What follows belongs to an exercise in optimizing a design on an open flow for small area, a short achievable clock period and few clock cycles per item; a production flow would make more cautious choices.
Function not checked in this run: the RTL went through the layout flow alone.

**design/flow/design.v**
```verilog
module CordicAccelerator(
  input         clock,
  input         reset,
  input         cmd_valid,
  output        cmd_ready,
  input  [6:0]  cmd_funct,
  input  [4:0]  cmd_rd,
  input  [63:0] cmd_rs1,
  input  [63:0] cmd_rs2,
  output        resp_valid,
  input         resp_ready,
  output [4:0]  resp_rd,
  output [63:0] resp_data,
  output        busy
);
  wire recirc;    
  wire [31:0] res;
  wire [4:0] end_rd;
  wire take;      
  assign cmd_ready = take;
  wire accept = cmd_valid & take;
  wire [31:0] z0 = cmd_rs2[31:0];
  wire z0_fits = (z0[31:17] == {15{z0[31]}});
  wire [17:0] zc0 = z0_fits ? z0[17:0] : {z0[31], {17{~z0[31]}}};
  wire d1 = zc0[17];
  wire [17:0] zs2 = d1 ? zc0 + 18'd51472 : zc0 - 18'd51472;
  wire [16:0] z3 = (zs2[17:16] == {2{zs2[17]}}) ? zs2[16:0] : {zs2[17], {16{~zs2[17]}}};
  wire d6 = z0[31] ? ($signed(z0) < -32'sd51472) : ($signed(z0) < 32'sd51472);
  wire [31:0] x4 = cmd_rs1[31:0];
  wire [31:0] yt5 = ((cmd_rs1[31:0] ^ {32{d1}}) + {31'd0, d1}) ^ {32{~d6}};
  wire c2_7 = $signed(z0) < 32'sd81858;
  wire c2_8 = $signed(z0) < 32'sd21086;
  wire c2_9 = $signed(z0) < -32'sd21086;
  wire c2_10 = $signed(z0) < -32'sd81858;
  wire d11 = z0[31] ? (d6 ? c2_10 : c2_9) : (d6 ? c2_8 : c2_7);
  reg [31:0] p1_x, p1_y;
  reg [17:0] p1_z;
  reg p1_d1, p1_d2;
  reg [4:0] p1_rd;
  reg p1_fn, p1_dn, p1_v;
  always @(posedge clock) begin
    if (reset) p1_v <= 1'b0;
    else p1_v <= accept | recirc;
    p1_x <= recirc ? res : x4;
    p1_y <= recirc ? {32{~d6}} : yt5;
    p1_z <= zc0;
    p1_rd <= recirc ? end_rd : cmd_rd;
    p1_fn <= ~recirc & cmd_funct[0];
    p1_dn <= recirc;
    p1_d1 <= d6;
    p1_d2 <= d11;
  end
  wire [18:0] zk12 = p1_z[17] ? (p1_d1 ? (p1_d2 ? 19'sd97913 : 19'sd65803) : (p1_d2 ? 19'sd37141 : 19'sd5031)) : (p1_d1 ? (p1_d2 ? -19'sd5031 : -19'sd37141) : (p1_d2 ? -19'sd65803 : -19'sd97913));
  wire [18:0] zs13 = {p1_z[17], p1_z} + zk12;
  wire [14:0] z14 = (zs13[18:14] == {5{zs13[18]}}) ? zs13[14:0] : {zs13[18], {14{~zs13[18]}}};
  wire [31:0] ys17 = $signed(p1_y) >>> 1;
  wire [31:0] xs18 = $signed(p1_x) >>> 1;
  wire [31:0] x15;
  cordic_addc u_addc_1 (.a(p1_x), .b(ys17), .c(~p1_d1), .s(x15));
  wire [31:0] xg20 = xs18 & {32{~p1_dn}};
  wire [31:0] u19;
  cordic_suby u_suby_2 (.a(p1_y), .b(xs18), .m(p1_dn), .s(u19));
  wire [31:0] yt16 = u19 ^ {32{p1_d1 ^ p1_d2}};
  reg [31:0] p2_x, p2_y;
  reg [4:0] p2_rd;
  reg p2_fn, p2_dn, p2_v;
  reg p2_d;
  reg [14:0] p2_z;
  always @(posedge clock) begin
    if (reset) p2_v <= 1'b0;
    else p2_v <= p1_v;
    p2_x <= x15;
    p2_y <= yt16;
    p2_rd <= p1_rd;
    p2_fn <= p1_fn;
    p2_dn <= p1_dn;
    p2_d <= p1_d2;
    p2_z <= z14;
  end
  wire [14:0] zs21 = p2_z[14] ? p2_z + 15'd8150 : p2_z - 15'd8150;
  wire [13:0] z22 = (zs21[14:13] == {2{zs21[14]}}) ? zs21[13:0] : {zs21[14], {13{~zs21[14]}}};
  wire [31:0] ys25 = $signed(p2_y) >>> 2;
  wire [31:0] xs26 = $signed(p2_x) >>> 2;
  wire [31:0] x23;
  cordic_addc u_addc_3 (.a(p2_x), .b(ys25), .c(~p2_d), .s(x23));
  wire [31:0] xg28 = xs26 & {32{~p2_dn}};
  wire [31:0] u27;
  cordic_suby u_suby_4 (.a(p2_y), .b(xs26), .m(p2_dn), .s(u27));
  wire [31:0] yt24 = u27 ^ {32{p2_d ^ p2_z[14]}};
  reg [31:0] p3_x, p3_y;
  reg [4:0] p3_rd;
  reg p3_fn, p3_dn, p3_v;
  reg p3_d;
  reg [13:0] p3_z;
  always @(posedge clock) begin
    if (reset) p3_v <= 1'b0;
    else p3_v <= p2_v;
    p3_x <= x23;
    p3_y <= yt24;
    p3_rd <= p2_rd;
    p3_fn <= p2_fn;
    p3_dn <= p2_dn;
    p3_d <= p2_z[14];
    p3_z <= z22;
  end
  wire [13:0] zs29 = p3_z[13] ? p3_z + 14'd4091 : p3_z - 14'd4091;
  wire [12:0] z30 = (zs29[13:12] == {2{zs29[13]}}) ? zs29[12:0] : {zs29[13], {12{~zs29[13]}}};
  wire [31:0] ys33 = $signed(p3_y) >>> 3;
  wire [31:0] xs34 = $signed(p3_x) >>> 3;
  wire [31:0] x31;
  cordic_addc u_addc_5 (.a(p3_x), .b(ys33), .c(~p3_d), .s(x31));
  wire [31:0] xg36 = xs34 & {32{~p3_dn}};
  wire [31:0] u35;
  cordic_suby u_suby_6 (.a(p3_y), .b(xs34), .m(p3_dn), .s(u35));
  wire [31:0] yt32 = u35 ^ {32{p3_d ^ p3_z[13]}};
  reg [31:0] p4_x, p4_y;
  reg [4:0] p4_rd;
  reg p4_fn, p4_dn, p4_v;
  reg p4_d;
  reg [12:0] p4_z;
  always @(posedge clock) begin
    if (reset) p4_v <= 1'b0;
    else p4_v <= p3_v;
    p4_x <= x31;
    p4_y <= yt32;
    p4_rd <= p3_rd;
    p4_fn <= p3_fn;
    p4_dn <= p3_dn;
    p4_d <= p3_z[13];
    p4_z <= z30;
  end
  wire [12:0] zs37 = p4_z[12] ? p4_z + 13'd2047 : p4_z - 13'd2047;
  wire [11:0] z38 = (zs37[12:11] == {2{zs37[12]}}) ? zs37[11:0] : {zs37[12], {11{~zs37[12]}}};
  wire [31:0] ys41 = $signed(p4_y) >>> 4;
  wire [31:0] xs42 = $signed(p4_x) >>> 4;
  wire [31:0] x39;
  cordic_addc u_addc_7 (.a(p4_x), .b(ys41), .c(~p4_d), .s(x39));
  wire [31:0] xg44 = xs42 & {32{~p4_dn}};
  wire [31:0] u43;
  cordic_suby u_suby_8 (.a(p4_y), .b(xs42), .m(p4_dn), .s(u43));
  wire [31:0] yt40 = u43 ^ {32{p4_d ^ p4_z[12]}};
  reg [31:0] p5_x, p5_y;
  reg [4:0] p5_rd;
  reg p5_fn, p5_dn, p5_v;
  reg p5_d;
  reg [11:0] p5_z;
  always @(posedge clock) begin
    if (reset) p5_v <= 1'b0;
    else p5_v <= p4_v;
    p5_x <= x39;
    p5_y <= yt40;
    p5_rd <= p4_rd;
    p5_fn <= p4_fn;
    p5_dn <= p4_dn;
    p5_d <= p4_z[12];
    p5_z <= z38;
  end
  wire [11:0] zs45 = p5_z[11] ? p5_z + 12'd1024 : p5_z - 12'd1024;
  wire [10:0] z46 = (zs45[11:10] == {2{zs45[11]}}) ? zs45[10:0] : {zs45[11], {10{~zs45[11]}}};
  wire [31:0] ys49 = $signed(p5_y) >>> 5;
  wire [31:0] xs50 = $signed(p5_x) >>> 5;
  wire [31:0] x47;
  cordic_addc u_addc_9 (.a(p5_x), .b(ys49), .c(~p5_d), .s(x47));
  wire [31:0] xg52 = xs50 & {32{~p5_dn}};
  wire [31:0] u51;
  cordic_suby u_suby_10 (.a(p5_y), .b(xs50), .m(p5_dn), .s(u51));
  wire [31:0] yt48 = u51 ^ {32{p5_d ^ p5_z[11]}};
  reg [31:0] p6_x, p6_y;
  reg [4:0] p6_rd;
  reg p6_fn, p6_dn, p6_v;
  reg p6_d;
  reg [10:0] p6_z;
  always @(posedge clock) begin
    if (reset) p6_v <= 1'b0;
    else p6_v <= p5_v;
    p6_x <= x47;
    p6_y <= yt48;
    p6_rd <= p5_rd;
    p6_fn <= p5_fn;
    p6_dn <= p5_dn;
    p6_d <= p5_z[11];
    p6_z <= z46;
  end
  wire [10:0] zs53 = p6_z[10] ? p6_z + 11'd512 : p6_z - 11'd512;
  wire [9:0] z54 = (zs53[10:9] == {2{zs53[10]}}) ? zs53[9:0] : {zs53[10], {9{~zs53[10]}}};
  wire [31:0] ys57 = $signed(p6_y) >>> 6;
  wire [31:0] xs58 = $signed(p6_x) >>> 6;
  wire [31:0] x55;
  cordic_addc u_addc_11 (.a(p6_x), .b(ys57), .c(~p6_d), .s(x55));
  wire [31:0] xg60 = xs58 & {32{~p6_dn}};
  wire [31:0] u59;
  cordic_suby u_suby_12 (.a(p6_y), .b(xs58), .m(p6_dn), .s(u59));
  wire [31:0] yt56 = u59 ^ {32{p6_d ^ p6_z[10]}};
  reg [31:0] p7_x, p7_y;
  reg [4:0] p7_rd;
  reg p7_fn, p7_dn, p7_v;
  reg p7_d;
  reg [9:0] p7_z;
  always @(posedge clock) begin
    if (reset) p7_v <= 1'b0;
    else p7_v <= p6_v;
    p7_x <= x55;
    p7_y <= yt56;
    p7_rd <= p6_rd;
    p7_fn <= p6_fn;
    p7_dn <= p6_dn;
    p7_d <= p6_z[10];
    p7_z <= z54;
  end
  wire [9:0] zs61 = p7_z[9] ? p7_z + 10'd256 : p7_z - 10'd256;
  wire [8:0] z62 = (zs61[9:8] == {2{zs61[9]}}) ? zs61[8:0] : {zs61[9], {8{~zs61[9]}}};
  wire [31:0] ys65 = $signed(p7_y) >>> 7;
  wire [31:0] xs66 = $signed(p7_x) >>> 7;
  wire [31:0] x63;
  cordic_addc u_addc_13 (.a(p7_x), .b(ys65), .c(~p7_d), .s(x63));
  wire [31:0] xg68 = xs66 & {32{~p7_dn}};
  wire [31:0] u67;
  cordic_suby u_suby_14 (.a(p7_y), .b(xs66), .m(p7_dn), .s(u67));
  wire [31:0] yt64 = u67 ^ {32{p7_d ^ p7_z[9]}};
  reg [31:0] p8_x, p8_y;
  reg [4:0] p8_rd;
  reg p8_fn, p8_dn, p8_v;
  reg p8_d;
  reg [8:0] p8_z;
  always @(posedge clock) begin
    if (reset) p8_v <= 1'b0;
    else p8_v <= p7_v;
    p8_x <= x63;
    p8_y <= yt64;
    p8_rd <= p7_rd;
    p8_fn <= p7_fn;
    p8_dn <= p7_dn;
    p8_d <= p7_z[9];
    p8_z <= z62;
  end
  wire [8:0] zs69 = p8_z[8] ? p8_z + 9'd128 : p8_z - 9'd128;
  wire [7:0] z70 = (zs69[8:7] == {2{zs69[8]}}) ? zs69[7:0] : {zs69[8], {7{~zs69[8]}}};
  wire [31:0] ys73 = $signed(p8_y) >>> 8;
  wire [31:0] xs74 = $signed(p8_x) >>> 8;
  wire [31:0] x71;
  cordic_addc u_addc_15 (.a(p8_x), .b(ys73), .c(~p8_d), .s(x71));
  wire [31:0] xg76 = xs74 & {32{~p8_dn}};
  wire [31:0] u75;
  cordic_suby u_suby_16 (.a(p8_y), .b(xs74), .m(p8_dn), .s(u75));
  wire [31:0] yt72 = u75 ^ {32{p8_d ^ p8_z[8]}};
  reg [31:0] p9_x, p9_y;
  reg [4:0] p9_rd;
  reg p9_fn, p9_dn, p9_v;
  reg p9_d;
  reg [7:0] p9_z;
  always @(posedge clock) begin
    if (reset) p9_v <= 1'b0;
    else p9_v <= p8_v;
    p9_x <= x71;
    p9_y <= yt72;
    p9_rd <= p8_rd;
    p9_fn <= p8_fn;
    p9_dn <= p8_dn;
    p9_d <= p8_z[8];
    p9_z <= z70;
  end
  wire [7:0] zs77 = p9_z[7] ? p9_z + 8'd64 : p9_z - 8'd64;
  wire [6:0] z78 = (zs77[7:6] == {2{zs77[7]}}) ? zs77[6:0] : {zs77[7], {6{~zs77[7]}}};
  wire [31:0] ys81 = $signed(p9_y) >>> 9;
  wire [31:0] xs82 = $signed(p9_x) >>> 9;
  wire [31:0] x79;
  cordic_addc u_addc_17 (.a(p9_x), .b(ys81), .c(~p9_d), .s(x79));
  wire [31:0] xg84 = xs82 & {32{~p9_dn}};
  wire [31:0] u83;
  cordic_suby u_suby_18 (.a(p9_y), .b(xs82), .m(p9_dn), .s(u83));
  wire [31:0] yt80 = u83 ^ {32{p9_d ^ p9_z[7]}};
  reg [31:0] p10_x, p10_y;
  reg [4:0] p10_rd;
  reg p10_fn, p10_dn, p10_v;
  reg p10_d;
  reg [6:0] p10_z;
  always @(posedge clock) begin
    if (reset) p10_v <= 1'b0;
    else p10_v <= p9_v;
    p10_x <= x79;
    p10_y <= yt80;
    p10_rd <= p9_rd;
    p10_fn <= p9_fn;
    p10_dn <= p9_dn;
    p10_d <= p9_z[7];
    p10_z <= z78;
  end
  wire [6:0] zs85 = p10_z[6] ? p10_z + 7'd32 : p10_z - 7'd32;
  wire [5:0] z86 = (zs85[6:5] == {2{zs85[6]}}) ? zs85[5:0] : {zs85[6], {5{~zs85[6]}}};
  wire [31:0] ys89 = $signed(p10_y) >>> 10;
  wire [31:0] xs90 = $signed(p10_x) >>> 10;
  wire [31:0] x87;
  cordic_addc u_addc_19 (.a(p10_x), .b(ys89), .c(~p10_d), .s(x87));
  wire [31:0] xg92 = xs90 & {32{~p10_dn}};
  wire [31:0] u91;
  cordic_suby u_suby_20 (.a(p10_y), .b(xs90), .m(p10_dn), .s(u91));
  wire [31:0] yt88 = u91 ^ {32{p10_d ^ p10_z[6]}};
  reg [31:0] p11_x, p11_y;
  reg [4:0] p11_rd;
  reg p11_fn, p11_dn, p11_v;
  reg p11_d;
  reg [5:0] p11_z;
  always @(posedge clock) begin
    if (reset) p11_v <= 1'b0;
    else p11_v <= p10_v;
    p11_x <= x87;
    p11_y <= yt88;
    p11_rd <= p10_rd;
    p11_fn <= p10_fn;
    p11_dn <= p10_dn;
    p11_d <= p10_z[6];
    p11_z <= z86;
  end
  wire [5:0] zs93 = p11_z[5] ? p11_z + 6'd16 : p11_z - 6'd16;
  wire [4:0] z94 = (zs93[5:4] == {2{zs93[5]}}) ? zs93[4:0] : {zs93[5], {4{~zs93[5]}}};
  wire [31:0] ys97 = $signed(p11_y) >>> 11;
  wire [31:0] xs98 = $signed(p11_x) >>> 11;
  wire [31:0] x95;
  cordic_addc u_addc_21 (.a(p11_x), .b(ys97), .c(~p11_d), .s(x95));
  wire [31:0] xg100 = xs98 & {32{~p11_dn}};
  wire [31:0] u99;
  cordic_suby u_suby_22 (.a(p11_y), .b(xs98), .m(p11_dn), .s(u99));
  wire [31:0] yt96 = u99 ^ {32{p11_d ^ p11_z[5]}};
  reg [31:0] p12_x, p12_y;
  reg [4:0] p12_rd;
  reg p12_fn, p12_dn, p12_v;
  reg p12_d;
  reg [4:0] p12_z;
  always @(posedge clock) begin
    if (reset) p12_v <= 1'b0;
    else p12_v <= p11_v;
    p12_x <= x95;
    p12_y <= yt96;
    p12_rd <= p11_rd;
    p12_fn <= p11_fn;
    p12_dn <= p11_dn;
    p12_d <= p11_z[5];
    p12_z <= z94;
  end
  wire [4:0] zs101 = p12_z[4] ? p12_z + 5'd8 : p12_z - 5'd8;
  wire [3:0] z102 = (zs101[4:3] == {2{zs101[4]}}) ? zs101[3:0] : {zs101[4], {3{~zs101[4]}}};
  wire [31:0] ys105 = $signed(p12_y) >>> 12;
  wire [31:0] xs106 = $signed(p12_x) >>> 12;
  wire [31:0] x103;
  cordic_addc u_addc_23 (.a(p12_x), .b(ys105), .c(~p12_d), .s(x103));
  wire [31:0] xg108 = xs106 & {32{~p12_dn}};
  wire [31:0] u107;
  cordic_suby u_suby_24 (.a(p12_y), .b(xs106), .m(p12_dn), .s(u107));
  wire [31:0] yt104 = u107 ^ {32{p12_d ^ p12_z[4]}};
  reg [31:0] p13_x, p13_y;
  reg [4:0] p13_rd;
  reg p13_fn, p13_dn, p13_v;
  reg p13_d;
  reg [3:0] p13_z;
  always @(posedge clock) begin
    if (reset) p13_v <= 1'b0;
    else p13_v <= p12_v;
    p13_x <= x103;
    p13_y <= yt104;
    p13_rd <= p12_rd;
    p13_fn <= p12_fn;
    p13_dn <= p12_dn;
    p13_d <= p12_z[4];
    p13_z <= z102;
  end
  wire [3:0] zs109 = p13_z[3] ? p13_z + 4'd4 : p13_z - 4'd4;
  wire [2:0] z110 = (zs109[3:2] == {2{zs109[3]}}) ? zs109[2:0] : {zs109[3], {2{~zs109[3]}}};
  wire [31:0] ys113 = $signed(p13_y) >>> 13;
  wire [31:0] xs114 = $signed(p13_x) >>> 13;
  wire [31:0] x111;
  cordic_addc u_addc_25 (.a(p13_x), .b(ys113), .c(~p13_d), .s(x111));
  wire [31:0] xg116 = xs114 & {32{~p13_dn}};
  wire [31:0] u115;
  cordic_suby u_suby_26 (.a(p13_y), .b(xs114), .m(p13_dn), .s(u115));
  wire [31:0] yt112 = u115 ^ {32{p13_d ^ p13_z[3]}};
  reg [31:0] p14_x, p14_y;
  reg [4:0] p14_rd;
  reg p14_fn, p14_dn, p14_v;
  reg p14_d;
  reg [2:0] p14_z;
  always @(posedge clock) begin
    if (reset) p14_v <= 1'b0;
    else p14_v <= p13_v;
    p14_x <= x111;
    p14_y <= yt112;
    p14_rd <= p13_rd;
    p14_fn <= p13_fn;
    p14_dn <= p13_dn;
    p14_d <= p13_z[3];
    p14_z <= z110;
  end
  wire [2:0] zs117 = p14_z[2] ? p14_z + 3'd2 : p14_z - 3'd2;
  wire [1:0] z118 = (zs117[2:1] == {2{zs117[2]}}) ? zs117[1:0] : {zs117[2], {1{~zs117[2]}}};
  wire [31:0] ys121 = $signed(p14_y) >>> 14;
  wire [31:0] xs122 = $signed(p14_x) >>> 14;
  wire [31:0] x119;
  cordic_addc u_addc_27 (.a(p14_x), .b(ys121), .c(~p14_d), .s(x119));
  wire [31:0] xg124 = xs122 & {32{~p14_dn}};
  wire [31:0] u123;
  cordic_suby u_suby_28 (.a(p14_y), .b(xs122), .m(p14_dn), .s(u123));
  wire [31:0] yt120 = u123 ^ {32{p14_d ^ p14_z[2]}};
  reg [31:0] p15_x, p15_y;
  reg [4:0] p15_rd;
  reg p15_fn, p15_dn, p15_v;
  reg p15_d;
  reg [1:0] p15_z;
  always @(posedge clock) begin
    if (reset) p15_v <= 1'b0;
    else p15_v <= p14_v;
    p15_x <= x119;
    p15_y <= yt120;
    p15_rd <= p14_rd;
    p15_fn <= p14_fn;
    p15_dn <= p14_dn;
    p15_d <= p14_z[2];
    p15_z <= z118;
  end
  wire [1:0] zs125 = p15_z[1] ? p15_z + 2'd1 : p15_z - 2'd1;
  wire z126 = zs125[1];
  wire [31:0] ys129 = $signed(p15_y) >>> 15;
  wire [31:0] xs130 = $signed(p15_x) >>> 15;
  wire [31:0] x127;
  cordic_addc u_addc_29 (.a(p15_x), .b(ys129), .c(~p15_d), .s(x127));
  wire [31:0] xg132 = xs130 & {32{~p15_dn}};
  wire [31:0] u131;
  cordic_suby u_suby_30 (.a(p15_y), .b(xs130), .m(p15_dn), .s(u131));
  wire [31:0] yt128 = u131 ^ {32{p15_d ^ p15_z[1]}};
  reg [31:0] p16_x, p16_y;
  reg [4:0] p16_rd;
  reg p16_fn, p16_dn, p16_v;
  reg p16_d;
  reg p16_z;
  always @(posedge clock) begin
    if (reset) p16_v <= 1'b0;
    else p16_v <= p15_v;
    p16_x <= x127;
    p16_y <= yt128;
    p16_rd <= p15_rd;
    p16_fn <= p15_fn;
    p16_dn <= p15_dn;
    p16_d <= p15_z[1];
    p16_z <= z126;
  end
  wire [31:0] ys135 = $signed(p16_y) >>> 16;
  wire [31:0] xs136 = $signed(p16_x) >>> 16;
  wire [31:0] x133;
  cordic_addc u_addc_31 (.a(p16_x), .b(ys135), .c(~p16_d), .s(x133));
  wire [31:0] xg138 = xs136 & {32{~p16_dn}};
  wire [31:0] u137;
  cordic_suby u_suby_32 (.a(p16_y), .b(xs136), .m(p16_dn), .s(u137));
  wire [31:0] yt134 = u137 ^ {32{p16_d ^ p16_z}};
  reg [31:0] p17_x, p17_y;
  reg [4:0] p17_rd;
  reg p17_fn, p17_dn, p17_v;
  reg p17_d;
  always @(posedge clock) begin
    if (reset) p17_v <= 1'b0;
    else p17_v <= p16_v;
    p17_x <= x133;
    p17_y <= yt134;
    p17_rd <= p16_rd;
    p17_fn <= p16_fn;
    p17_dn <= p16_dn;
    p17_d <= p16_z;
  end
  wire [31:0] ys141 = $signed(p17_y) >>> 17;
  wire [31:0] xs142 = $signed(p17_x) >>> 17;
  wire [31:0] x139;
  cordic_addc u_addc_33 (.a(p17_x), .b(ys141), .c(~p17_d), .s(x139));
  wire [31:0] xg144 = xs142 & {32{~p17_dn}};
  wire [31:0] u143;
  cordic_suby u_suby_34 (.a(p17_y), .b(xs142), .m(p17_dn), .s(u143));
  wire [31:0] yt140 = u143 ^ {32{p17_d ^ p17_d}};
  reg [31:0] p18_x, p18_y;
  reg [4:0] p18_rd;
  reg p18_fn, p18_dn, p18_v;
  reg p18_d;
  always @(posedge clock) begin
    if (reset) p18_v <= 1'b0;
    else p18_v <= p17_v;
    p18_x <= x139;
    p18_y <= yt140;
    p18_rd <= p17_rd;
    p18_fn <= p17_fn;
    p18_dn <= p17_dn;
    p18_d <= p17_d;
  end
  wire [31:0] ys147 = $signed(p18_y) >>> 18;
  wire [31:0] xs148 = $signed(p18_x) >>> 18;
  wire [31:0] x145;
  cordic_addc u_addc_35 (.a(p18_x), .b(ys147), .c(~p18_d), .s(x145));
  wire [31:0] xg150 = xs148 & {32{~p18_dn}};
  wire [31:0] u149;
  cordic_suby u_suby_36 (.a(p18_y), .b(xs148), .m(p18_dn), .s(u149));
  wire [31:0] yt146 = u149 ^ {32{p18_d ^ p18_d}};
  reg [31:0] p19_x, p19_y;
  reg [4:0] p19_rd;
  reg p19_fn, p19_dn, p19_v;
  reg p19_d;
  always @(posedge clock) begin
    if (reset) p19_v <= 1'b0;
    else p19_v <= p18_v;
    p19_x <= x145;
    p19_y <= yt146;
    p19_rd <= p18_rd;
    p19_fn <= p18_fn;
    p19_dn <= p18_dn;
    p19_d <= p18_d;
  end
  wire [31:0] ys153 = $signed(p19_y) >>> 19;
  wire [31:0] xs154 = $signed(p19_x) >>> 19;
  wire [31:0] x151;
  cordic_addc u_addc_37 (.a(p19_x), .b(ys153), .c(~p19_d), .s(x151));
  wire [31:0] xg156 = xs154 & {32{~p19_dn}};
  wire [31:0] u155;
  cordic_suby u_suby_38 (.a(p19_y), .b(xs154), .m(p19_dn), .s(u155));
  wire [31:0] yt152 = u155 ^ {32{p19_d ^ p19_d}};
  reg [31:0] p20_x, p20_y;
  reg [4:0] p20_rd;
  reg p20_fn, p20_dn, p20_v;
  reg p20_d;
  always @(posedge clock) begin
    if (reset) p20_v <= 1'b0;
    else p20_v <= p19_v;
    p20_x <= x151;
    p20_y <= yt152;
    p20_rd <= p19_rd;
    p20_fn <= p19_fn;
    p20_dn <= p19_dn;
    p20_d <= p19_d;
  end
  wire [31:0] ys159 = $signed(p20_y) >>> 20;
  wire [31:0] xs160 = $signed(p20_x) >>> 20;
  wire [31:0] x157;
  cordic_addc u_addc_39 (.a(p20_x), .b(ys159), .c(~p20_d), .s(x157));
  wire [31:0] xg162 = xs160 & {32{~p20_dn}};
  wire [31:0] u161;
  cordic_suby u_suby_40 (.a(p20_y), .b(xs160), .m(p20_dn), .s(u161));
  wire [31:0] yt158 = u161 ^ {32{p20_d ^ p20_d}};
  reg [31:0] p21_x, p21_y;
  reg [4:0] p21_rd;
  reg p21_fn, p21_dn, p21_v;
  reg p21_d;
  always @(posedge clock) begin
    if (reset) p21_v <= 1'b0;
    else p21_v <= p20_v;
    p21_x <= x157;
    p21_y <= yt158;
    p21_rd <= p20_rd;
    p21_fn <= p20_fn;
    p21_dn <= p20_dn;
    p21_d <= p20_d;
  end
  wire [31:0] ys165 = $signed(p21_y) >>> 21;
  wire [31:0] xs166 = $signed(p21_x) >>> 21;
  wire [31:0] x163;
  cordic_addc u_addc_41 (.a(p21_x), .b(ys165), .c(~p21_d), .s(x163));
  wire [31:0] xg168 = xs166 & {32{~p21_dn}};
  wire [31:0] u167;
  cordic_suby u_suby_42 (.a(p21_y), .b(xs166), .m(p21_dn), .s(u167));
  wire [31:0] yt164 = u167 ^ {32{p21_d ^ p21_d}};
  reg [31:0] p22_x, p22_y;
  reg [4:0] p22_rd;
  reg p22_fn, p22_dn, p22_v;
  reg p22_d;
  always @(posedge clock) begin
    if (reset) p22_v <= 1'b0;
    else p22_v <= p21_v;
    p22_x <= x163;
    p22_y <= yt164;
    p22_rd <= p21_rd;
    p22_fn <= p21_fn;
    p22_dn <= p21_dn;
    p22_d <= p21_d;
  end
  wire [31:0] ys171 = $signed(p22_y) >>> 22;
  wire [31:0] xs172 = $signed(p22_x) >>> 22;
  wire [31:0] x169;
  cordic_addc u_addc_43 (.a(p22_x), .b(ys171), .c(~p22_d), .s(x169));
  wire [31:0] xg174 = xs172 & {32{~p22_dn}};
  wire [31:0] u173;
  cordic_suby u_suby_44 (.a(p22_y), .b(xs172), .m(p22_dn), .s(u173));
  wire [31:0] yt170 = u173 ^ {32{p22_d ^ p22_d}};
  reg [31:0] p23_x, p23_y;
  reg [4:0] p23_rd;
  reg p23_fn, p23_dn, p23_v;
  reg p23_d;
  always @(posedge clock) begin
    if (reset) p23_v <= 1'b0;
    else p23_v <= p22_v;
    p23_x <= x169;
    p23_y <= yt170;
    p23_rd <= p22_rd;
    p23_fn <= p22_fn;
    p23_dn <= p22_dn;
    p23_d <= p22_d;
  end
  wire [31:0] ys177 = $signed(p23_y) >>> 23;
  wire [31:0] xs178 = $signed(p23_x) >>> 23;
  wire [31:0] x175;
  cordic_addc u_addc_45 (.a(p23_x), .b(ys177), .c(~p23_d), .s(x175));
  wire [31:0] xg180 = xs178 & {32{~p23_dn}};
  wire [31:0] u179;
  cordic_suby u_suby_46 (.a(p23_y), .b(xs178), .m(p23_dn), .s(u179));
  wire [31:0] yt176 = u179 ^ {32{p23_d ^ p23_d}};
  reg [31:0] p24_x, p24_y;
  reg [4:0] p24_rd;
  reg p24_fn, p24_dn, p24_v;
  reg p24_d;
  always @(posedge clock) begin
    if (reset) p24_v <= 1'b0;
    else p24_v <= p23_v;
    p24_x <= x175;
    p24_y <= yt176;
    p24_rd <= p23_rd;
    p24_fn <= p23_fn;
    p24_dn <= p23_dn;
    p24_d <= p23_d;
  end
  wire [31:0] ys183 = $signed(p24_y) >>> 24;
  wire [31:0] xs184 = $signed(p24_x) >>> 24;
  wire [31:0] x181;
  cordic_addc u_addc_47 (.a(p24_x), .b(ys183), .c(~p24_d), .s(x181));
  wire [31:0] xg186 = xs184 & {32{~p24_dn}};
  wire [31:0] u185;
  cordic_suby u_suby_48 (.a(p24_y), .b(xs184), .m(p24_dn), .s(u185));
  wire [31:0] yt182 = u185 ^ {32{p24_d ^ p24_d}};
  reg [31:0] p25_x, p25_y;
  reg [4:0] p25_rd;
  reg p25_fn, p25_dn, p25_v;
  reg p25_d;
  always @(posedge clock) begin
    if (reset) p25_v <= 1'b0;
    else p25_v <= p24_v;
    p25_x <= x181;
    p25_y <= yt182;
    p25_rd <= p24_rd;
    p25_fn <= p24_fn;
    p25_dn <= p24_dn;
    p25_d <= p24_d;
  end
  wire [31:0] ys189 = $signed(p25_y) >>> 25;
  wire [31:0] xs190 = $signed(p25_x) >>> 25;
  wire [31:0] x187;
  cordic_addc u_addc_49 (.a(p25_x), .b(ys189), .c(~p25_d), .s(x187));
  wire [31:0] xg192 = xs190 & {32{~p25_dn}};
  wire [31:0] u191;
  cordic_suby u_suby_50 (.a(p25_y), .b(xs190), .m(p25_dn), .s(u191));
  wire [31:0] yt188 = u191 ^ {32{p25_d ^ p25_d}};
  reg [31:0] p26_x, p26_y;
  reg [4:0] p26_rd;
  reg p26_fn, p26_dn, p26_v;
  reg p26_d;
  always @(posedge clock) begin
    if (reset) p26_v <= 1'b0;
    else p26_v <= p25_v;
    p26_x <= x187;
    p26_y <= yt188;
    p26_rd <= p25_rd;
    p26_fn <= p25_fn;
    p26_dn <= p25_dn;
    p26_d <= p25_d;
  end
  wire [31:0] ys195 = $signed(p26_y) >>> 26;
  wire [31:0] xs196 = $signed(p26_x) >>> 26;
  wire [31:0] x193;
  cordic_addc u_addc_51 (.a(p26_x), .b(ys195), .c(~p26_d), .s(x193));
  wire [31:0] xg198 = xs196 & {32{~p26_dn}};
  wire [31:0] u197;
  cordic_suby u_suby_52 (.a(p26_y), .b(xs196), .m(p26_dn), .s(u197));
  wire [31:0] yt194 = u197 ^ {32{p26_d ^ p26_d}};
  reg [31:0] p27_x, p27_y;
  reg [4:0] p27_rd;
  reg p27_fn, p27_dn, p27_v;
  reg p27_d;
  always @(posedge clock) begin
    if (reset) p27_v <= 1'b0;
    else p27_v <= p26_v;
    p27_x <= x193;
    p27_y <= yt194;
    p27_rd <= p26_rd;
    p27_fn <= p26_fn;
    p27_dn <= p26_dn;
    p27_d <= p26_d;
  end
  wire [31:0] ys201 = $signed(p27_y) >>> 27;
  wire [31:0] xs202 = $signed(p27_x) >>> 27;
  wire [31:0] x199;
  cordic_addc u_addc_53 (.a(p27_x), .b(ys201), .c(~p27_d), .s(x199));
  wire [31:0] xg204 = xs202 & {32{~p27_dn}};
  wire [31:0] u203;
  cordic_suby u_suby_54 (.a(p27_y), .b(xs202), .m(p27_dn), .s(u203));
  wire [31:0] yt200 = u203 ^ {32{p27_d ^ p27_d}};
  reg [31:0] p28_x, p28_y;
  reg [4:0] p28_rd;
  reg p28_fn, p28_dn, p28_v;
  reg p28_d;
  always @(posedge clock) begin
    if (reset) p28_v <= 1'b0;
    else p28_v <= p27_v;
    p28_x <= x199;
    p28_y <= yt200;
    p28_rd <= p27_rd;
    p28_fn <= p27_fn;
    p28_dn <= p27_dn;
    p28_d <= p27_d;
  end
  wire [31:0] ys207 = $signed(p28_y) >>> 28;
  wire [31:0] xs208 = $signed(p28_x) >>> 28;
  wire [31:0] x205;
  cordic_addc u_addc_55 (.a(p28_x), .b(ys207), .c(~p28_d), .s(x205));
  wire [31:0] xg210 = xs208 & {32{~p28_dn}};
  wire [31:0] u209;
  cordic_suby u_suby_56 (.a(p28_y), .b(xs208), .m(p28_dn), .s(u209));
  wire [31:0] yt206 = u209 ^ {32{p28_d ^ p28_d}};
  reg [31:0] p29_x, p29_y;
  reg [4:0] p29_rd;
  reg p29_fn, p29_dn, p29_v;
  reg p29_d;
  always @(posedge clock) begin
    if (reset) p29_v <= 1'b0;
    else p29_v <= p28_v;
    p29_x <= x205;
    p29_y <= yt206;
    p29_rd <= p28_rd;
    p29_fn <= p28_fn;
    p29_dn <= p28_dn;
    p29_d <= p28_d;
  end
  wire [31:0] ys213 = $signed(p29_y) >>> 29;
  wire [31:0] xs214 = $signed(p29_x) >>> 29;
  wire [31:0] x211;
  cordic_addc u_addc_57 (.a(p29_x), .b(ys213), .c(~p29_d), .s(x211));
  wire [31:0] xg216 = xs214 & {32{~p29_dn}};
  wire [31:0] u215;
  cordic_suby u_suby_58 (.a(p29_y), .b(xs214), .m(p29_dn), .s(u215));
  wire [31:0] yt212 = u215 ^ {32{p29_d ^ p29_d}};
  reg [31:0] p30_x, p30_y;
  reg [4:0] p30_rd;
  reg p30_fn, p30_dn, p30_v;
  reg p30_d;
  always @(posedge clock) begin
    if (reset) p30_v <= 1'b0;
    else p30_v <= p29_v;
    p30_x <= x211;
    p30_y <= yt212;
    p30_rd <= p29_rd;
    p30_fn <= p29_fn;
    p30_dn <= p29_dn;
    p30_d <= p29_d;
  end
  wire [31:0] ys219 = $signed(p30_y) >>> 30;
  wire [31:0] xs220 = $signed(p30_x) >>> 30;
  wire [31:0] x217;
  cordic_addc u_addc_59 (.a(p30_x), .b(ys219), .c(~p30_d), .s(x217));
  wire [31:0] xg222 = xs220 & {32{~p30_dn}};
  wire [31:0] u221;
  cordic_suby u_suby_60 (.a(p30_y), .b(xs220), .m(p30_dn), .s(u221));
  wire [31:0] yt218 = u221 ^ {32{p30_d ^ p30_d}};
  reg [31:0] p31_x, p31_y;
  reg [4:0] p31_rd;
  reg p31_fn, p31_dn, p31_v;
  reg p31_d;
  always @(posedge clock) begin
    if (reset) p31_v <= 1'b0;
    else p31_v <= p30_v;
    p31_x <= x217;
    p31_y <= yt218;
    p31_rd <= p30_rd;
    p31_fn <= p30_fn;
    p31_dn <= p30_dn;
    p31_d <= p30_d;
  end
  wire [31:0] y31 = p31_y ^ {32{~p31_d}};
  wire [31:0] exi = p31_x + 32'd1;
  wire [31:0] exd = p31_x - 32'd1;
  wire [31:0] eys = (p31_y + 32'd1) ^ {32{~p31_d}};
  wire [31:0] exs = p31_d ? exd : exi;
  assign res = p31_fn ? (p31_x[31] ? eys : y31) : (y31[31] ? exs : p31_x);
  assign end_rd = p31_rd;
  wire end_v = p31_v;
  reg [31:0] h_data, k_data;
  reg [4:0] h_rd, k_rd;
  reg hv, kv, busy_r;
  reg blocked;
  reg [4:0] wait_n;
  wire wait_0 = (wait_n == 5'd0);
  wire push = end_v & ~(hv & kv) & (~blocked | wait_0);
  assign recirc = end_v & ~push;
  assign take = ~recirc & ~blocked;
  wire pop = hv & resp_ready;
  wire h_load = ~hv | pop;
  wire hv_n = h_load ? (kv | push) : 1'b1;
  wire kv_n = h_load ? (kv & push) : (kv | push);
  wire inflight_n = hv_n | kv_n |
      (accept | recirc) |
      p1_v |
      p2_v |
      p3_v |
      p4_v |
      p5_v |
      p6_v |
      p7_v |
      p8_v |
      p9_v |
      p10_v |
      p11_v |
      p12_v |
      p13_v |
      p14_v |
      p15_v |
      p16_v |
      p17_v |
      p18_v |
      p19_v |
      p20_v |
      p21_v |
      p22_v |
      p23_v |
      p24_v |
      p25_v |
      p26_v |
      p27_v |
      p28_v |
      p29_v |
      p30_v;
  always @(posedge clock) begin
    if (reset) begin
      hv <= 1'b0;
      kv <= 1'b0;
      busy_r <= 1'b0;
      blocked <= 1'b0;
    end else begin
      hv <= hv_n;
      kv <= kv_n;
      busy_r <= inflight_n;
      if (recirc & (~blocked | wait_0))
        blocked <= 1'b1;
      else if (push & blocked)
        blocked <= 1'b0;
    end
    if (recirc & (~blocked | wait_0))
      wait_n <= 5'd30;
    else
      wait_n <= wait_n - 5'd1;
    if (h_load) begin
      h_data <= kv ? k_data : res;
      h_rd <= kv ? k_rd : end_rd;
    end
    if (h_load ? kv : ~kv) begin
      k_data <= res;
      k_rd <= end_rd;
    end
  end
  assign resp_valid = hv;
  assign resp_rd = h_rd;
  assign resp_data = {32'h0, h_data};
  assign busy = busy_r;
endmodule
module cordic_addc(
  input [31:0] a,
  input [31:0] b,
  input c,
  output reg [31:0] s
);
    reg [31:0] g, p, gg, pp, gn, pn;
    integer k, l;
  always @(*) begin
      g = a & b;
      p = a ^ b;
      gg = g;
      pp = p;
      gg[0] = g[0] | (p[0] & c);
      pp[0] = 1'b0;
      gg[1] = g[1] | (p[1] & ~(~a[0] | ~b[0])) | (p[1] & p[0] & c);
      pp[1] = 1'b0;
      for (l = 0; l < 5; l = l + 1) begin
        gn = gg;
        pn = pp;
        for (k = 2; k < 32; k = k + 1)
          if (k[l]) begin
            gn[k] = gg[k] | (pp[k] & gg[((k >> l) << l) - 1]);
            pn[k] = pp[k] & pp[((k >> l) << l) - 1];
          end
        gg = gn;
        pp = pn;
      end
      s = p ^ {gg[30:0], c};
    end
endmodule
module cordic_suby(
  input [31:0] a,
  input [31:0] b,
  input m,
  output reg [31:0] s
);
    reg [31:0] g, p, gg, pp, gn, pn;
    integer k, l;
  always @(*) begin
      g = a & (~b | {32{m}});
      p = ~(a ^ (b & ~{32{m}}));
      gg = g;
      pp = p;
      gg[0] = g[0] | p[0];
      pp[0] = 1'b0;
      gg[1] = g[1] | (p[1] & a[0] & (~b[0] | m)) | (p[1] & p[0]);
      pp[1] = 1'b0;
      for (l = 0; l < 5; l = l + 1) begin
        gn = gg;
        pn = pp;
        for (k = 2; k < 32; k = k + 1)
          if (k[l]) begin
            gn[k] = gg[k] | (pp[k] & gg[((k >> l) << l) - 1]);
            pn[k] = pp[k] & pp[((k >> l) << l) - 1];
          end
        gg = gn;
        pp = pn;
      end
      s = p ^ {gg[30:0], 1'b1};
    end
endmodule
```
**design/flow/run.sh**
```bash
#!/bin/bash
# synth_recipe.tcl (not shown) runs the flow's synth.tcl, then flattens the netlist and writes it again
# the make line also repeats each setting of config.mk as NAME=value (left out here)
make -C /OpenROAD-flow-scripts/flow DESIGN_CONFIG=/design/flow/config.mk WORK_HOME=/design/flow/orfs CLKGATE_MAP_FILE= SYNTH_SCRIPT=/design/flow/synth_recipe.tcl finish
```
**design/flow/config.mk**
```make
export PLATFORM = sky130hd
export DESIGN_NAME = CordicAccelerator
export DESIGN_NICKNAME = CordicAccelerator
export VERILOG_FILES = /design/flow/design.v
export SDC_FILE = /design/flow/constraint.sdc
export NUM_CORES = 8
export LEC_CHECK = 0
export CAP_MARGIN = 20
export CORE_MARGIN = 2
export CORE_UTILIZATION = 60
export CTS_BUF_LIST = sky130_fd_sc_hd__clkbuf_8 sky130_fd_sc_hd__clkbuf_16
export CTS_CLUSTER_DIAMETER = 80
export CTS_CLUSTER_SIZE = 30
export GPL_ROUTABILITY_DRIVEN = 0
export SETUP_SLACK_MARGIN = 2.5
export SLEW_MARGIN = 20
export SYNTH_HIERARCHICAL = 1
```
**design/flow/constraint.sdc**
```tcl
create_clock -name core_clock -period 6.0 [get_ports {clock}]
set_input_delay 1.2000 -clock core_clock [delete_from_list [all_inputs] [get_ports {clock}]]
set_output_delay 1.2000 -clock core_clock [all_outputs]
set_load 0.01 [all_outputs]
```
==> out/qor.yml <==
track_usage: 0.265
grt_antenna_before_repair: 8
rsz0062_at_grt: "yes"
start_kind: "flop"
final_cell_mix: "2369 x dfxtp_1, 1946 x ha_1, 1412 x xnor2_1, 971 x nand2b_1, 927 x inv_1"
grt_max_degree: 66
worstPathRequired_ns: 6.73
crit_arrival_ns: 4.26
timing.fmax_mhz: 283
crit_type: "reg2reg"
place_ws_ns: 1.74
port-buffer-count: 113
fp.dieArea_mm2: 0.259
relSlewSlack: 0.294
cts_max_level: 4
tritoncts: "yes"
core_area_mm2: 0.254
synth_top_area_share: 0.315
fin_util: 0.646
synth_top_cell_by_area: "dfxtp_1"
wl_per_cell_um: 18.1
fp.dieW_um: 509
avgSynthCellArea_um2: 9.73
fin_area_mm2: 0.164
dp.cells: 19065
skew_ns: 0.0550
tightest_slew_ns: 1.06
clkSlewWorstSetupHoldPaths_ns: 0.11
syn_to_final_growth_pct: 7.27
synth_enable_flop_cells: 74
finalCriticalPeriod_ns: 3.53
post-route-worst-setup-slack_ns: 2.47
nets: 18245
grt_pass1_vias: 112173
vias: 111663
cts_buffer_depth: 3
dp_hpwl_mm: 279
drt_wl_total_mm: 351
synthFlopType: "dfxtp_1"
dr.pass1.iters: 8
syn_area_mm2: 0.153
grt_remaining_overflow: 0
drt_iter0_drc: 6468
fin_cells: 19367
start_util: 0.603
die_h_um: 509
post-route-period-util: 0.588
setup_viol_count_final: 0
synth_warnings: 9
report.final.hold_viol_count: 0
clock_latency_ns: 0.88
cts.sinks: 2484
synth-seq-area-share: 0.330
vias_per_cell: 5.77
finalMaxSlewViolations: 0
final_common_cell: "dfxtp_1"
fin_hold_ws_ns: 0.317
fin_tns_setup_ns: 0
ys_ff_latch: 2484
num_rows: 185
numCtsBuffers: 147
grt_first_pass_wirelength_mm: 571
worst_hold_path_type: "reg2reg"
drc: 0
yosys-top-cells-area: "dfxtp_1 32%, ha_1 16%, xnor2_1 8.2%"
ios: 216
end_kind: "flop"
cap_violations: 0
clock_tree.root_cell: "clkbuf_16"
place_area_mm2: 0.158
ys_types: 96
status: "complete, no violations"
async_flop_share: 0
syn-instance-count: 15731
path_max_fanout: 11
ctsHoldBuffers: 0
ant_nets: 0
final_layout_size_suffix_gt1_frac: 0.0753
## cell families (layout without fill, tap and decap cells)
logic type,count (synthesis),after routing,share of synthesized area
and+or+nand+nor,4030,4030,0.142
other,1,39,0.0000245
buffers and inverters,1190,1421,0.0300
muxes,129,129,0.00886
DFF,2484,2484,0.330
AOI/OAI and AO/OA,3544,3545,0.172
xor gates and xnor gates,2122,2122,0.121
adders and majority gates,2231,2231,0.196
## critical path, stage by stage, from the launching register on
cell and delay [ns]:
dfxtp_4 0.41, buf_4 0.17, ha_1 0.38, a2111oi_2 0.54, a21oi_1 0.18, o21a_1 0.22, o21a_1 0.19, o31ai_1 0.38
a21boi_1 0.64, mux2_2 0.28
## modules after synthesis, one instance, submodules excluded
module	cell area [µm²]	flops+latches
CordicAccelerator	65300	2484
cordic_suby	1600	0
cordic_addc	1320	0
## timing repair
action,in CTS,in global routing
endpoints found under the setup margin,180,221
setup buffers,9,13
pin swaps,4,18
resized for setup,40,97
gates cloned,0,1
## layer usage
metal | track usage | up-vias | wire, µm
li1 | - | 55791 | -
met1 | 0.335 | 53295 | 156000
met2 | 0.476 | 1992 | 172000
met3 | 0.0265 | 577 | 12200
met4 | 0.0782 | 8 | 10700
met5 | 0 | - | 50
## cells in the mapped netlist, types with 51 or more instances
| cell type | count |
|---|---|
| a21o_1 | 554 |
| a21oi_1 | 892 |
| a21oi_2 | 91 |
| a221oi_1 | 121 |
| a31oi_1 | 166 |
| and3_1 | 145 |
| and4_1 | 67 |
| clkbuf_1 | 182 |
| dfxtp_1 | 2410 |
| edfxtp_1 | 74 |
| fa_1 | 275 |
| ha_1 | 1954 |
| inv_1 | 924 |
| mux2_2 | 51 |
| mux2i_1 | 78 |
| nand2_1 | 654 |
| nand2b_1 | 971 |
| nand3_1 | 371 |
| nand4_1 | 169 |
| nor2_1 | 561 |
| nor2b_1 | 317 |
| nor3_1 | 449 |
| o211ai_1 | 96 |
| o21a_1 | 161 |
| o21ai_0 | 248 |
| o21ai_1 | 70 |
| o21ai_2 | 90 |
| o21bai_1 | 309 |
| o31a_1 | 65 |
| or2_2 | 61 |
| xnor2_1 | 1429 |
| xor2_1 | 693 |
## final timing paths
check	cells after the start	from	slack, ns	endpoint
setup / recovery	9	p31_d	2.47	h_data[10]
hold / removal	0	p5_z[7]	0.32	p6_z[7]
setup reg to reg	9	p31_d	2.47	h_data[10]
hold reg to reg	0	p5_z[7]	0.32	p6_z[7]
## layout make-up
| class | instances | area (µm²) |
|---|---|---|
| Multi-Input combinational cell | 12089 | 98700 |
| Fill cell | 20563 | 89800 |
| Sequential cell | 2484 | 50500 |
| Tap cell | 3366 | 4210 |
| Clock buffer | 152 | 3750 |
| Inverter | 954 | 3590 |
| Timing Repair Buffer | 196 | 1800 |
| Clock inverter | 119 | 1590 |
| Antenna cell | 7 | 17.5 |

==> separate check: timing with driven ports <==
In the flow no input, the clock included, has a driving cell. The finished layout below was timed again as built, in two steps.
Step 1 (the two cells are an assumption about what drives the block):
set clk [get_ports {clock}]
set_driving_cell -lib_cell sky130_fd_sc_hd__clkbuf_16 $clk
set_driving_cell -lib_cell sky130_fd_sc_hd__buf_2 [delete_from_list [all_inputs] $clk]
Step 2 times the ports against the registers' clock, not the clock port: input delays grow and output delays shrink by t, the midpoint of the rising clock arrivals with the driver on.
Slacks: ideal ports / drivers / drivers and shift; pairs: ideal ports / drivers.
t, ns: 0.952
setup slack, ns: 2.473 / 2.473 / 1.765
worst setup path at the end: input to register
cell pins on the clock port's net: 1
After both steps setup and hold are still met in this run. For this run, drivers alone change the setup slack by 0.000 ns; drivers and shift together by -0.708 ns.
